This is an optimization exercise on Yosys and OpenROAD, whose aim is small area and a short achievable clock period, not a production implementation. Only simulation tests tie the RTL to the original design; equivalence was not proved.

== job 101 ==
Design DCT, start of the top module:
module DCT(clk,rst_n,ena,done,
  data_in0,data_in1,data_in2,data_in3,data_in4,data_in5,data_in6,data_in7,
  data_out0,data_out1,data_out2,data_out3,data_out4,data_out5,data_out6,data_out7);
Settings: LEC_CHECK=0, CAP_MARGIN=20, CORE_MARGIN=2, CORE_UTILIZATION=40, CTS_CLUSTER_DIAMETER=70, CTS_CLUSTER_SIZE=30, SETUP_SLACK_MARGIN=1.75, SLEW_MARGIN=20, SYNTH_HIERARCHICAL=1, SYNTH_MINIMUM_KEEP_SIZE=0; clock period 4.5 ns.
standard.sh (not shown) runs the stock make flow with config.mk's settings and CLKGATE_MAP_FILE= SYNTH_SCRIPT=/design/flow/synth_recipe.tcl, a recipe that flattens the netlist after the stock synthesis.
==> flow/flow/run.sh <==
#!/bin/bash
# The standard layout, with plain buf_1 cells as the input/output port buffers
# (the standard flow picks a larger delay-buffer cell for them).
set -euo pipefail
export BUFFER_PORTS_ARGS="-buffer_cell sky130_fd_sc_hd__buf_1"
bash standard.sh > standard.log 2>&1
diff inputs: job 101 => job 102
- a deleted CTS_CLUSTER_DIAMETER that had been 70
- a deleted CTS_CLUSTER_SIZE that had been 30
- a change of SETUP_SLACK_MARGIN from 1.75 to 2.0
Across job 101 and job 102, none had a timing, DRC or antenna violation.
On cell area, the higher figure sits with job 102, not job 101.
Diff job 102..job 101 | number of placement rows | unchanged
Final worst-path cycle share, job 101 and job 102: higher on job 102
Job 102 against job 101: area growth from synthesis to final layout saw an increase, final standard cell count with taps included and fillers excluded saw an increase.
> inputs changed (job 102 -> job 103)
- a change of SETUP_SLACK_MARGIN from 2.0 to 1.5
==> comparison <==
Growth of design area from synthesis to finish was higher in job 102 than in job 103. Compared with job 102, job 103 shows a setup slack that is 0.11 ns lower. Critical path depth, job 103 and job 102: lower on job 103. Job 103 reports a lower final non-filler cell area than job 102 does. The run with more routed wire is job 102, not job 103. Met3 routing resource usage after global routing: job 103 higher than job 102.
For job 104, these inputs were changed with respect to job 103:
- swapping 1.5 for 1.25 in SETUP_SLACK_MARGIN
- Between job 104 and job 103, the sequential share of cell area figures differ only marginally.
- Relative to job 103, final design instance area without fill has decreased by 0.55% in job 104.
- Re critical path depth in cells: no difference whatsoever between job 103 and job 104.
Inputs modified between job 104 and job 105:
- CTS_CLUSTER_SIZE now 30, previously not set
- SETUP_SLACK_MARGIN now 1.5, was 1.25
- CTS_CLUSTER_DIAMETER now 70, previously not set
### Flow results
The lower time the final worst path needs with I/O delays and setup came out of job 105.
Share of synthesized registers carrying an async set or reset came out exactly the same in job 104 and job 105.
Between job 104 and job 105, the flow reports aggregate routed wire length decreasing slightly.
Job 104 vs job 105, commonest non-fill, non-tap cell in the layout: dfxtp_1 vs fa_1
[compare] base=job 104 new=job 105: antenna diode count up 1; fraction of area in multi-input gates saw an increase.
Compared with job 104, job 105 ends up with less cell area.
| number of buffers other than clock buffers in the final layout | higher: job 105 |
dfxtp_2 as the cell with the biggest individual delay on the critical path was reported by job 105, and dfxtp_1 by job 104.
Going from job 104 to job 105, fmax grows by 6.2%.

---

Setup of build 5:
Starting RTL as in the previous note.
## DCT
module DCT(clk,rst_n,ena,done,
  data_in0,data_in1,data_in2,data_in3,data_in4,data_in5,data_in6,data_in7,
  data_out0,data_out1,data_out2,data_out3,data_out4,data_out5,data_out6,data_out7);
==> flow/config.mk <==
export PLATFORM = sky130hd
export DESIGN_NAME = DCT
export DESIGN_NICKNAME = DCT
export VERILOG_FILES = /design/flow/design.v
export SDC_FILE = /design/flow/constraint.sdc
export NUM_CORES = 4
export LEC_CHECK = 0
export CAP_MARGIN = 10
export CORE_MARGIN = 2
export CORE_UTILIZATION = 40
export CTS_CLUSTER_DIAMETER = 70
export CTS_CLUSTER_SIZE = 30
export SETUP_SLACK_MARGIN = 1.75
export SLEW_MARGIN = 10
export SYNTH_HIERARCHICAL = 1
export SYNTH_MINIMUM_KEEP_SIZE = 0
==> flow/constraint.sdc <==
create_clock -name core_clock -period 4.5 [get_ports {clk}]
set_input_delay 0.9000 -clock core_clock [delete_from_list [all_inputs] [get_ports {clk}]]
set_output_delay 0.9000 -clock core_clock [all_outputs]
set_load 0.01 [all_outputs]
Scripts as last shown in full above: flow/flow/run.sh
### build 5 -> build 52
Settings: changing SETUP_SLACK_MARGIN from 1.75 to 1.9; changing CAP_MARGIN from 10 to 20; changing SLEW_MARGIN from 10 to 20.
## What came out
Taking build 5 as the reference, in build 52 met1 track utilization from global routing higher, final critical delay including setup and external delays moved up, detailed-routed wire length on met3 rose by 2.8%, length of routed met2 wiring +about 1%. From build 5 to build 52, sequential cell count did not move at all. Wire length of the first global-routing pass: build 52 > build 5. Changes observed in build 52 relative to build 5: final instance area shows an increase of 2.5%, number of gates given a new drive strength after cts rose about 70%.
Input changes introduced in build 51 (baseline for comparison: build 52):
Settings: clearing CTS_CLUSTER_DIAMETER, which used to be 70; swapping 1.9 for 1.75 in SETUP_SLACK_MARGIN; clearing CTS_CLUSTER_SIZE, which used to be 30.
--- outcome ---
- Wire length on build 51 is ahead of build 52.
- The routed wire length per instance was comparable across build 51 and build 52.
- Relative to build 52, share of final layout cell area taken by clock buffers and inverters increased by 1.5 points in build 51.
- Reported for build 51 and build 52, number of buffers inserted by port buffering turned out identical to the last digit.
- In build 51, number of gates resized after CTS is lower than in build 52.
- Looking at total via count in the routed design, build 51 sits 108 below build 52.

-- static timing again, ports no longer ideal --
No port has a modelled driver above. Below, the same layouts with a new extraction and two added sets of constraints. Step 1 assumes that a clkbuf_16 drives the clock port and a buf_2 every other input. Step 2 moves the port delays by t, midway between the first and last clock arrival at a register: inputs arrive t later, outputs are due t later. That takes back most of the time a late clock gives input paths. a / b / c = no drivers / after step 1 / after step 2; a / b = the first two.
run | t (ns) | setup slack, ns | latest minus earliest clock arrival (ns) | pins driven straight from the clock port
job 101 | 0.625 | 1.746 / 1.692 / 1.067 | 0.043 / 0.043 | 1
job 102 | 0.642 | 1.678 / 1.648 / 1.006 | 0.020 / 0.020 | 1
job 103 | 0.640 | 1.572 / 1.570 / 0.930 | 0.020 / 0.020 | 1
job 104 | 0.653 | 1.402 / 1.402 / 0.869 | 0.030 / 0.031 | 1
job 105 | 0.613 | 1.581 / 1.553 / 0.940 | 0.040 / 0.040 | 1
build 5 | 0.625 | 1.746 / 1.692 / 1.067 | 0.043 / 0.043 | 1
build 52 | 0.619 | 1.738 / 1.705 / 1.086 | 0.042 / 0.041 | 1
build 51 | 0.640 | 1.733 / 1.702 / 1.062 | 0.030 / 0.030 | 1
After both steps setup and hold are still met in every run listed.
